From an optimization exercise on the open Yosys and OpenROAD flow, aimed at small area, a short achievable clock period and few clock cycles; shortcuts taken in it are not production practice.
Where RTL was checked, it was by simulation tests only, not by an equivalence proof against the original.
The clock port is modelled as an ideal driver, which makes a skipped or thinned clock tree look cheaper than it is; a real chip needs a root buffer or a tree.
Power is estimated from default activity; no workload was simulated.

==> flow/design.v <==
module HT_TOP(
    input clk,
    input rst_n,
    input in_valid,
    input [2:0] in_weight,
    input out_mode,
    output reg out_valid,
    output reg out_code
);
function [3:0] add3(input [2:0] a, input [2:0] b);
    reg [2:0] g, p; reg [3:0] c;
    begin
        g = a & b; p = a ^ b;
        c[0] = 1'b0;
        c[1] = g[0];
        c[2] = g[1] | (p[1] & g[0]);
        c[3] = g[2] | (p[2] & g[1]) | (p[2] & p[1] & g[0]);
        add3 = {c[3], p ^ c[2:0]};
    end
endfunction
function [5:0] add6(input [5:0] a, input [5:0] b);
    reg [5:0] g, p, c;
    begin
        g = a & b; p = a ^ b;
        c[0] = 1'b0;
        c[1] = g[0];
        c[2] = g[1] | (p[1] & g[0]);
        c[3] = g[2] | (p[2] & g[1]) | (p[2] & p[1] & g[0]);
        c[4] = g[3] | (p[3] & g[2]) | (p[3] & p[2] & g[1]) | (p[3] & p[2] & p[1] & g[0]);
        c[5] = g[4] | (p[4] & g[3]) | (p[4] & p[3] & g[2]) | (p[4] & p[3] & p[2] & g[1])
             | (p[4] & p[3] & p[2] & p[1] & g[0]);
        add6 = p ^ c;
    end
endfunction
function ge3(input [2:0] a, input [2:0] b);
    reg [2:0] gt, lt;
    begin
        gt = a & ~b; lt = ~a & b;
        ge3 = ~(lt[2] | (~gt[2] & (lt[1] | (~gt[1] & lt[0]))));
    end
endfunction
function ge6(input [5:0] a, input [5:0] b);
    reg [5:0] gt, lt;
    reg l54, g54, l32, g32, l10;
    begin
        gt = a & ~b; lt = ~a & b;
        l54 = lt[5] | (~gt[5] & lt[4]);
        g54 = gt[5] | (~lt[5] & gt[4]);
        l32 = lt[3] | (~gt[3] & lt[2]);
        g32 = gt[3] | (~lt[3] & gt[2]);
        l10 = lt[1] | (~gt[1] & lt[0]);
        ge6 = ~(l54 | (~g54 & (l32 | (~g32 & l10))));
    end
endfunction
reg       iv;               
always @(posedge clk or negedge rst_n) begin
    if (!rst_n)
        iv <= 1'b0;
    else
        iv <= in_valid;
end
always @(posedge clk) begin
end
localparam IDLE = 2'd0, IN = 2'd1, MERGE = 2'd2, OUT = 2'd3;
reg [1:0] phase;
reg [2:0] cnt;             
reg [4:0] coh;             
reg [5:0] w [0:7];
reg [2:0] m [0:7];         
reg [5:0] Y;               
reg [6:0] cr [0:4];        
reg [4:0] rootbit;         
reg       rb;              
reg merging;                
wire in_phase = !merging;
wire [2:0] k = cnt;         
wire md = mode;
reg [2:0] label [0:4];
wire [2:0] lab0 [0:4];
assign lab0[0] = 3'd4;
assign lab0[1] = md ? 3'd2 : 3'd5;
assign lab0[2] = md ? 3'd5 : 3'd6;
assign lab0[3] = md ? 3'd0 : 3'd7;
assign lab0[4] = md ? 3'd1 : 3'd3;
wire [7:0] valid = {|k, k[2] | k[1], k[2] | (k[1] & k[0]), k[2],
                    k[2] & (k[1] | k[0]), k[2] & k[1], &k, 1'b0};
wire [9:0] st, c;
genvar g;
generate
    for (g = 0; g < 8; g = g + 1) begin : cmp
        assign c[g]  = ge6(w[g], Y);
        assign st[g] = valid[g] && c[g];
    end
endgenerate
assign st[9:8] = 2'b11;
assign c[9:8]  = 2'b11;
wire [5:0] nw = Y;
wire [2:0] nm = in_phase ? k : m[1];
wire [5:0] wx [0:9];
wire [2:0] mx [0:9];
generate
    for (g = 0; g < 8; g = g + 1) begin : ext
        assign wx[g] = w[g];
        assign mx[g] = m[g];
    end
endgenerate
assign wx[8] = 6'h3f; assign wx[9] = 6'h3f;
assign mx[8] = 3'd0;  assign mx[9] = 3'd0;
wire [3:0] s_in_a = add3(Y[2:0], w[1][2:0]);
wire [3:0] s_in_b = add3(w[1][2:0], w[2][2:0]);
wire [5:0] s_m_a = add6(Y, w[2]);
wire [5:0] s_m_b = add6(w[2], w[3]);
wire [5:0] s_next = in_phase ? (st[2] ? {2'd0, s_in_a} : {2'd0, s_in_b})
                             : (c[3] ? s_m_a : s_m_b);
wire [7:0] selA, selB;
wire [8:0] dN = {nm, nw};
generate
    for (g = 0; g < 8; g = g + 1) begin : upd
        assign selA[g] = in_phase ? st[g] : (g > 0 ? c[g+1] : 1'b0);
        assign selB[g] = in_phase ? st[g+1] : c[g+2];
        wire s0 = in_phase & selA[g];
        wire s1 = in_phase ? ~selB[g] : selA[g];
        wire s2 = ~in_phase & ~selB[g];
        wire sn = ~selA[g] & selB[g];
        wire [8:0] nxt = ({9{s0}} & {mx[g], wx[g]}) | ({9{s1}} & {mx[g+1], wx[g+1]})
                       | ({9{s2}} & {mx[g+2], wx[g+2]}) | ({9{sn}} & dN);
        always @(posedge clk) begin
            w[g] <= (g < 2) ? {1'b0, nxt[4:0]} : nxt[5:0];
            m[g] <= nxt[8:6];
        end
    end
endgenerate
always @(posedge clk)
    Y <= ip_next ? {3'd0, in_weight} : s_next;
reg [4:0] in0, in1;
integer jj;
always @(*)
    for (jj = 0; jj < 5; jj = jj + 1) begin
        in0[jj] = (label[jj] == m[0]);
        in1[jj] = (label[jj] == m[1]);
    end
always @(posedge clk)
    for (jj = 0; jj < 5; jj = jj + 1)
        if (in_phase)
            label[jj] <= lab0[jj];
        else if (in0[jj] | in1[jj])
            label[jj] <= m[1];
wire fuse = (phase == MERGE) && (cnt == 3'd5);
wire ip_next = !((phase == IN && cnt == 3'd7) || (phase == MERGE && !fuse));
integer j;
always @(posedge clk)
    for (j = 0; j < 5; j = j + 1)
        if (fuse)
            rootbit[j] <= ~((in0[j] | in1[j]) ^ c[2]);
wire clr = (phase == IDLE || phase == IN);
generate
    for (g = 0; g < 5; g = g + 1) begin : stk
        wire push = (phase == MERGE) && (in0[g] | in1[g]);
        wire pop = (phase == OUT) && coh[g] && !rb;
        wire keep = !clr && !push && !pop;
        wire [6:0] nxt = ({7{clr}} & 7'd1) | ({7{push}} & {cr[g][5:0], in0[g]})
                       | ({7{pop}} & {1'b0, cr[g][6:1]}) | ({7{keep}} & cr[g]);
        always @(posedge clk)
            cr[g] <= nxt;
    end
endgenerate
reg [4:0] emp, lst, top;
always @(*) begin
    for (j = 0; j < 5; j = j + 1) begin
        emp[j] = (cr[j] == 7'd1);
        lst[j] = (cr[j][6:1] == 6'd1);
        top[j] = cr[j][0];
    end
end
wire cempty = |(coh & emp);
wire last = |(coh & lst);
wire adv = rb ? cempty : last;       
wire empty0 = (cr[0] == 7'd1) && !(in0[0] | in1[0]);
always @(posedge clk or negedge rst_n) begin
    if (!rst_n) begin
        phase <= IDLE;
        out_valid <= 1'b0;
        out_code <= 1'b0;
    end else begin
        case (phase)
            IDLE: begin
                out_valid <= 1'b0;
                if (iv) phase <= IN;
            end
            IN: begin
                if (cnt == 3'd7) phase <= MERGE;
            end
            MERGE: begin
                if (fuse) begin
                    phase <= OUT;
                    out_valid <= 1'b1;
                    out_code <= ~((in0[0] | in1[0]) ^ c[2]);
                end
            end
            OUT: begin
                out_code <= |(coh & (rb ? rootbit : top));
                if (adv && coh[4]) phase <= IDLE;
            end
        endcase
    end
end
always @(posedge clk or negedge rst_n) begin
    if (!rst_n)
        merging <= 1'b0;
    else
        merging <= !ip_next;
end
always @(posedge clk or negedge rst_n) begin
    if (!rst_n)
        cnt <= 3'd0;
    else if ((phase == IDLE && iv) || phase == IN || (phase == MERGE && !fuse))
        cnt <= cnt + 3'd1;
    else if (fuse)
        cnt <= 3'd0;
end
reg mode;
always @(posedge clk)
    if (in_valid && !iv)
        mode <= out_mode;
always @(posedge clk) begin
    case (phase)
        MERGE: begin
            coh <= empty0 ? 5'b00010 : 5'b00001;
            rb <= empty0;
        end
        OUT: begin
            if (adv) begin
                coh <= {coh[3:0], 1'b0};
                rb <= 1'b1;
            end else
                rb <= 1'b0;
        end
    endcase
end
endmodule
==> flow/config.mk <==
export PLATFORM = sky130hd
export DESIGN_NAME = HT_TOP
export DESIGN_NICKNAME = HT_TOP
export VERILOG_FILES = /design/flow/design.v
export SDC_FILE = /design/flow/constraint.sdc
export NUM_CORES = 4
export LEC_CHECK = 0
export ABC_AREA = 1
export CAP_MARGIN = 20
export CORE_MARGIN = 2
export CORE_UTILIZATION = 40
export SETUP_SLACK_MARGIN = 4.0
export SLEW_MARGIN = 20
==> flow/constraint.sdc <==
create_clock -name core_clock -period 6.0 [get_ports {clk}]
set_input_delay 1.2000 -clock core_clock [delete_from_list [all_inputs] [get_ports {clk}]]
set_output_delay 1.2000 -clock core_clock [all_outputs]
set_load 0.01 [all_outputs]
standard.sh (not shown) runs the stock make flow with config.mk's settings and CLKGATE_MAP_FILE= SYNTH_SCRIPT=/design/flow/synth_recipe.tcl, a recipe that flattens the netlist after the stock synthesis.
==> flow/flow/run.sh <==
#!/bin/bash
# Own flow: the standard layout, with a hook after CTS that replaces the
# clock tree by four clkbuf_16 fed by the clock port (flow/reclk.tcl).
set -euo pipefail
W=$(pwd)
export FLOW_FLOW_DIR="$W/flow"
export POST_CTS_TCL="$W/flow/post_cts.tcl"
bash standard.sh finish > "$W/standard_flow.log" 2>&1
Other scripts of this flow, unchanged in this note and not shown: flow/flow/post_cts.tcl, flow/flow/reclk.tcl
Testbench counts at the start, summed over its fixed seeds: cycles 17,157.
==> next run, changes <==
--- a/flow/design.v
+++ b/flow/design.v
@@ -122,13 +122,13 @@
         wire s1 = in_phase ? ~selB[g] : selA[g];
         wire s2 = ~in_phase & ~selB[g];
         wire sn = ~selA[g] & selB[g];
         wire [8:0] nxt = ({9{s0}} & {mx[g], wx[g]}) | ({9{s1}} & {mx[g+1], wx[g+1]})
                        | ({9{s2}} & {mx[g+2], wx[g+2]}) | ({9{sn}} & dN);
         always @(posedge clk) begin
-            w[g] <= (g < 2) ? {1'b0, nxt[4:0]} : nxt[5:0];
+            w[g] <= nxt[5:0];
             m[g] <= nxt[8:6];
         end
     end
 endgenerate
 always @(posedge clk)
     Y <= ip_next ? {3'd0, in_weight} : s_next;
@@ -145,28 +145,25 @@
             label[jj] <= lab0[jj];
         else if (in0[jj] | in1[jj])
             label[jj] <= m[1];
 wire fuse = (phase == MERGE) && (cnt == 3'd5);
 wire ip_next = !((phase == IN && cnt == 3'd7) || (phase == MERGE && !fuse));
 integer j;
-always @(posedge clk)
-    for (j = 0; j < 5; j = j + 1)
-        if (fuse)
-            rootbit[j] <= ~((in0[j] | in1[j]) ^ c[2]);
-wire clr = (phase == IDLE || phase == IN);
-generate
-    for (g = 0; g < 5; g = g + 1) begin : stk
-        wire push = (phase == MERGE) && (in0[g] | in1[g]);
-        wire pop = (phase == OUT) && coh[g] && !rb;
-        wire keep = !clr && !push && !pop;
-        wire [6:0] nxt = ({7{clr}} & 7'd1) | ({7{push}} & {cr[g][5:0], in0[g]})
-                       | ({7{pop}} & {1'b0, cr[g][6:1]}) | ({7{keep}} & cr[g]);
-        always @(posedge clk)
-            cr[g] <= nxt;
-    end
-endgenerate
+always @(posedge clk) begin
+    for (j = 0; j < 5; j = j + 1) begin
+        if (phase == IDLE || phase == IN)
+            cr[j] <= 7'd1;
+        else if (phase == MERGE) begin
+            if (in0[j] | in1[j])
+                cr[j] <= {cr[j][5:0], in0[j]};
+            if (fuse)
+                rootbit[j] <= ~((in0[j] | in1[j]) ^ c[2]);
+        end else if (coh[j] && !rb)
+            cr[j] <= {1'b0, cr[j][6:1]};
+    end
+end
 reg [4:0] emp, lst, top;
 always @(*) begin
     for (j = 0; j < 5; j = j + 1) begin
         emp[j] = (cr[j] == 7'd1);
         lst[j] = (cr[j][6:1] == 6'd1);
         top[j] = cr[j][0];
The new run passed the timing, DRC and antenna checks.
Global-route usage stays flat.
Core utilization goes up by 0.44 points.
Combinational power goes up by 6.7%.
Wire length goes up by about 0.8%.
Die area goes up by 0.99%.
Critical path depth goes down by 10.
Hold slack gets better by 14 ps.
Total power goes up by about 4%.
Fmax goes up by about 1.1%.
Clock power goes up by about 1%.
Sequential share of layout area goes down by 0.30 points.
First-iteration DRC count goes down by about 9%.
Testbench counts after the change, summed over its fixed seeds: cycles 17,157.
In every run of this note, the design's own scripts or RTL, not TritonCTS, make the clock network.

v6:
Another version of the RTL of HT_TOP (not shown whole).
Size in the first run: about 960 cells after synthesis, ~140 flip-flops, ~9100 sq um of cells after synthesis.
==> module HT_TOP, before the edit <==
module HT_TOP(
    input clk,
    input rst_n,
    input in_valid,
    input [2:0] in_weight,
    input out_mode,
    output reg out_valid,
    output reg out_code
);
function [3:0] add3(input [2:0] a, input [2:0] b);
    reg [2:0] g, p; reg [3:0] c;
    begin
        g = a & b; p = a ^ b;
        c[0] = 1'b0;
        c[1] = g[0];
        c[2] = g[1] | (p[1] & g[0]);
        c[3] = g[2] | (p[2] & g[1]) | (p[2] & p[1] & g[0]);
        add3 = {c[3], p ^ c[2:0]};
    end
endfunction
function [5:0] add6(input [5:0] a, input [5:0] b);
    reg [5:0] g, p, c;
    begin
        g = a & b; p = a ^ b;
        c[0] = 1'b0;
        c[1] = g[0];
        c[2] = g[1] | (p[1] & g[0]);
        c[3] = g[2] | (p[2] & g[1]) | (p[2] & p[1] & g[0]);
        c[4] = g[3] | (p[3] & g[2]) | (p[3] & p[2] & g[1]) | (p[3] & p[2] & p[1] & g[0]);
        c[5] = g[4] | (p[4] & g[3]) | (p[4] & p[3] & g[2]) | (p[4] & p[3] & p[2] & g[1])
             | (p[4] & p[3] & p[2] & p[1] & g[0]);
        add6 = p ^ c;
    end
endfunction
function ge3(input [2:0] a, input [2:0] b);
    reg [2:0] gt, lt;
    begin
        gt = a & ~b; lt = ~a & b;
        ge3 = ~(lt[2] | (~gt[2] & (lt[1] | (~gt[1] & lt[0]))));
    end
endfunction
function ge6(input [5:0] a, input [5:0] b);
    reg [5:0] gt, lt;
    begin
        gt = a & ~b; lt = ~a & b;
        ge6 = ~(lt[5] | (~gt[5] & (lt[4] | (~gt[4] & (lt[3] | (~gt[3] &
              (lt[2] | (~gt[2] & (lt[1] | (~gt[1] & lt[0]))))))))));
    end
endfunction
localparam IDLE = 2'd0, IN = 2'd1, MERGE = 2'd2, OUT = 2'd3;
reg [1:0] phase;
reg [2:0] cnt;
reg [2:0] cur;
reg       mode;
reg [5:0] w [0:7];
reg [4:0] m [0:7];
reg [5:0] S;               
reg [6:0] cr [0:4];        
reg [4:0] rootbit;         
reg       rb;              
wire in_phase = (phase != MERGE);
wire [2:0] k = (phase == IN) ? cnt : 3'd0;    
wire md = (phase == IN) ? mode : out_mode;
reg [4:0] leaf_m;
always @(*) begin
    leaf_m = 5'd0;
    if (!md) begin
        case (k)
            3'd4: leaf_m = 5'b00001;
            3'd5: leaf_m = 5'b00010;
            3'd6: leaf_m = 5'b00100;
            3'd7: leaf_m = 5'b01000;
            3'd3: leaf_m = 5'b10000;
            default: leaf_m = 5'd0;
        endcase
    end else begin
        case (k)
            3'd4: leaf_m = 5'b00001;
            3'd2: leaf_m = 5'b00010;
            3'd5: leaf_m = 5'b00100;
            3'd0: leaf_m = 5'b01000;
            3'd1: leaf_m = 5'b10000;
            default: leaf_m = 5'd0;
        endcase
    end
end
wire [5:0] x = {3'd0, in_weight};
wire [9:0] st, c;
genvar g;
generate
    for (g = 0; g < 8; g = g + 1) begin : cmp
        assign st[g] = (k > 7 - g) && ge3(w[g][2:0], in_weight);
        assign c[g]  = ge6(w[g], S);
    end
endgenerate
assign st[9:8] = 2'b11;
assign c[9:8]  = 2'b11;
wire [5:0] nw = in_phase ? x : S;
wire [4:0] nm = in_phase ? leaf_m : (m[0] | m[1]);
wire [5:0] wx [0:9];
wire [4:0] mx [0:9];
generate
    for (g = 0; g < 8; g = g + 1) begin : ext
        assign wx[g] = w[g];
        assign mx[g] = m[g];
    end
endgenerate
assign wx[8] = 6'h3f; assign wx[9] = 6'h3f;
assign mx[8] = 5'd0;  assign mx[9] = 5'd0;
wire [3:0] s_in_a = add3(in_weight, w[1][2:0]);
wire [3:0] s_in_b = add3(w[1][2:0], w[2][2:0]);
wire [5:0] s_m_a = add6(S, w[2]);
wire [5:0] s_m_b = add6(w[2], w[3]);
integer i;
always @(posedge clk) begin
    for (i = 0; i < 8; i = i + 1) begin
        if (in_phase) begin
            if (st[i]) begin
                w[i] <= wx[i];  m[i] <= mx[i];
            end else if (st[i+1]) begin
                w[i] <= nw;     m[i] <= nm;
            end else begin
                w[i] <= wx[i+1]; m[i] <= mx[i+1];
            end
        end else begin
            if (i > 0 && c[i+1]) begin
                w[i] <= wx[i+1]; m[i] <= mx[i+1];
            end else if (c[i+2]) begin
                w[i] <= nw;      m[i] <= nm;
            end else begin
                w[i] <= wx[i+2]; m[i] <= mx[i+2];
            end
        end
    end
    if (in_phase)
        S <= st[2] ? {2'd0, s_in_a} : {2'd0, s_in_b};
    else
        S <= c[3] ? s_m_a : s_m_b;
end
wire fuse = (phase == MERGE) && (cnt == 3'd5);
integer j;
always @(posedge clk) begin
    for (j = 0; j < 5; j = j + 1) begin
        if (phase == IDLE || phase == IN)
            cr[j] <= 7'd1;
        else if (phase == MERGE) begin
            if (m[0][j] | m[1][j])
                cr[j] <= {cr[j][5:0], m[0][j]};
            if (fuse)
                rootbit[j] <= ~((m[0][j] | m[1][j]) ^ c[2]);
        end else if (cur == j && !rb)
            cr[j] <= {1'b0, cr[j][6:1]};
    end
end
wire [6:0] ccur = cr[cur];
wire cempty = (ccur == 7'd1);
wire last = (ccur[6:1] == 6'd1);
wire empty0 = (cr[0] == 7'd1) && !(m[0][0] | m[1][0]);
always @(posedge clk or negedge rst_n) begin
    if (!rst_n) begin
        phase <= IDLE;
        out_valid <= 1'b0;
        out_code <= 1'b0;
    end else begin
        case (phase)
            IDLE: begin
                out_valid <= 1'b0;
                if (in_valid) phase <= IN;
            end
            IN: begin
                if (cnt == 3'd7) phase <= MERGE;
            end
            MERGE: begin
                if (fuse) begin
                    phase <= OUT;
                    out_valid <= 1'b1;
                    out_code <= ~((m[0][0] | m[1][0]) ^ c[2]);
                end
            end
            OUT: begin
                out_code <= rb ? rootbit[cur] : ccur[0];
                if ((rb ? cempty : last) && cur == 3'd4) phase <= IDLE;
            end
        endcase
    end
end
always @(posedge clk) begin
    case (phase)
        IDLE: begin
            cnt <= 3'd1;
            mode <= out_mode;
        end
        IN: cnt <= cnt + 3'd1;
        MERGE: begin
            cnt <= cnt + 3'd1;
            cur <= empty0 ? 3'd1 : 3'd0;
            rb <= empty0;
        end
        OUT: begin
            if (rb ? cempty : last) begin
                cur <= cur + 3'd1;
                rb <= 1'b1;
            end else
                rb <= 1'b0;
        end
    endcase
end
endmodule
Settings: LEC_CHECK=0, CAP_MARGIN=20, CORE_MARGIN=2, CORE_UTILIZATION=40, SETUP_SLACK_MARGIN=3.3, SLEW_MARGIN=20; clock period 6.0 ns.
run.sh (not shown) runs the stock make flow with config.mk's settings and CLKGATE_MAP_FILE= SYNTH_SCRIPT=/design/flow/synth_recipe.tcl, a recipe that flattens the netlist after the stock synthesis.
Stock flow here: none of the scripts above is used.
v6 ran to completion and came out clean on the timing, DRC and antenna checks.
Testbench counts of v6, summed over its fixed seeds: cycles 16,645.
Here is what was changed in the inputs of v7 compared with v6.
diff --git a/flow/design.v b/flow/design.v
--- a/flow/design.v
+++ b/flow/design.v
@@ -58,7 +58,8 @@
 reg [6:0] cr [0:4];        
 reg [4:0] rootbit;         
 reg       rb;              
-wire in_phase = (phase != MERGE);
+reg in_phase;               
+reg [7:0] valid;            
 wire [2:0] k = (phase == IN) ? cnt : 3'd0;    
 wire md = (phase == IN) ? mode : out_mode;
 reg [4:0] leaf_m;
@@ -89,7 +90,7 @@
 genvar g;
 generate
     for (g = 0; g < 8; g = g + 1) begin : cmp
-        assign st[g] = (k > 7 - g) && ge3(w[g][2:0], in_weight);
+        assign st[g] = valid[g] && ge3(w[g][2:0], in_weight);
         assign c[g]  = ge6(w[g], S);
     end
 endgenerate
@@ -111,27 +112,25 @@
 wire [3:0] s_in_b = add3(w[1][2:0], w[2][2:0]);
 wire [5:0] s_m_a = add6(S, w[2]);
 wire [5:0] s_m_b = add6(w[2], w[3]);
-integer i;
+wire [7:0] selA, selB;
+wire [10:0] dA [0:7];
+wire [10:0] dB [0:7];
+wire [10:0] dN = {nm, nw};
+generate
+    for (g = 0; g < 8; g = g + 1) begin : upd
+        assign selA[g] = in_phase ? st[g] : (g > 0 ? c[g+1] : 1'b0);
+        assign selB[g] = in_phase ? st[g+1] : c[g+2];
+        assign dA[g] = in_phase ? {mx[g], wx[g]} : {mx[g+1], wx[g+1]};
+        assign dB[g] = in_phase ? {mx[g+1], wx[g+1]} : {mx[g+2], wx[g+2]};
+        wire [10:0] nxt = ({11{selA[g]}} & dA[g]) | ({11{~selA[g] & selB[g]}} & dN)
+                        | ({11{~selB[g]}} & dB[g]);
+        always @(posedge clk) begin
+            w[g] <= nxt[5:0];
+            m[g] <= nxt[10:6];
+        end
+    end
+endgenerate
 always @(posedge clk) begin
-    for (i = 0; i < 8; i = i + 1) begin
-        if (in_phase) begin
-            if (st[i]) begin
-                w[i] <= wx[i];  m[i] <= mx[i];
-            end else if (st[i+1]) begin
-                w[i] <= nw;     m[i] <= nm;
-            end else begin
-                w[i] <= wx[i+1]; m[i] <= mx[i+1];
-            end
-        end else begin
-            if (i > 0 && c[i+1]) begin
-                w[i] <= wx[i+1]; m[i] <= mx[i+1];
-            end else if (c[i+2]) begin
-                w[i] <= nw;      m[i] <= nm;
-            end else begin
-                w[i] <= wx[i+2]; m[i] <= mx[i+2];
-            end
-        end
-    end
     if (in_phase)
         S <= st[2] ? {2'd0, s_in_a} : {2'd0, s_in_b};
     else
@@ -184,7 +183,18 @@
         endcase
     end
 end
+always @(posedge clk or negedge rst_n) begin
+    if (!rst_n)
+        in_phase <= 1'b1;
+    else
+        in_phase <= !((phase == IN && cnt == 3'd7) || (phase == MERGE && !fuse));
+end
 always @(posedge clk) begin
+    case (phase)
+        IDLE: valid <= in_valid ? 8'h80 : 8'h00;
+        IN: valid <= {1'b1, valid[7:1]};
+        default: valid <= 8'h00;
+    endcase
     case (phase)
         IDLE: begin
             cnt <= 3'd1;
## What came out
Compared v7 vs v6, and placed cell count is up in v7.
Switching power as a share of total power down 0.42 points in v7 wrt v6
v6 was larger in final cell area than v7.
Total routing usage reported by global routing: lower on v7
Going from v6 to v7, utilization lost 0.45 points; core area lost 3.6%; number of rows created at floorplan lost 1; share of total power in sequential cells picked up an extra 2.8 points.
~same maximum frequency in v6 and v7
Going from v6 to v7, critical path depth decreased by 1 relative to the old numbers, global routing met1 resource utilization increased by 2.1 points relative to the old numbers.
Of the two values seen for commonest non-fill, non-tap cell in the layout, nor2_1 was produced by v6 and dfxtp_1 by v7.
Function not checked in v7: the RTL went through the layout flow alone.

## what the ideal ports hide
No port has a modelled driver above. Below, the same layouts with a new extraction and two added sets of constraints.
Step 1 (the two cells are an assumption about what drives the block):
set clk [get_ports {clk}]
set_driving_cell -lib_cell sky130_fd_sc_hd__clkbuf_16 $clk
set_driving_cell -lib_cell sky130_fd_sc_hd__buf_2 [delete_from_list [all_inputs] $clk]
Step 2 moves the port delays by t, midway between the first and last clock arrival at a register: inputs arrive t later, outputs are due t later. That takes back most of the time a late clock gives input paths.
Slacks: ideal ports / drivers / drivers and shift; pairs: ideal ports / drivers.
run | shift t [ns] | slack for setup (ns) | clock arrival spread, ns
the first run of note 1 | 0.320 | 4.003 / 3.964 / 3.889 | 0.018 / 0.018
the second run of note 1 | 0.322 | 4.025 / 3.926 / 3.929 | 0.015 / 0.015
v6 | 0.472 | 3.300 / 3.305 / 2.834 | 0.017 / 0.017
v7 | 0.467 | 3.299 / 3.295 / 2.828 | 0.014 / 0.013
After both steps every run listed still meets setup and hold. For v7, which loses most, drivers alone change the setup slack by -0.004 ns; drivers and shift together by -0.471 ns.
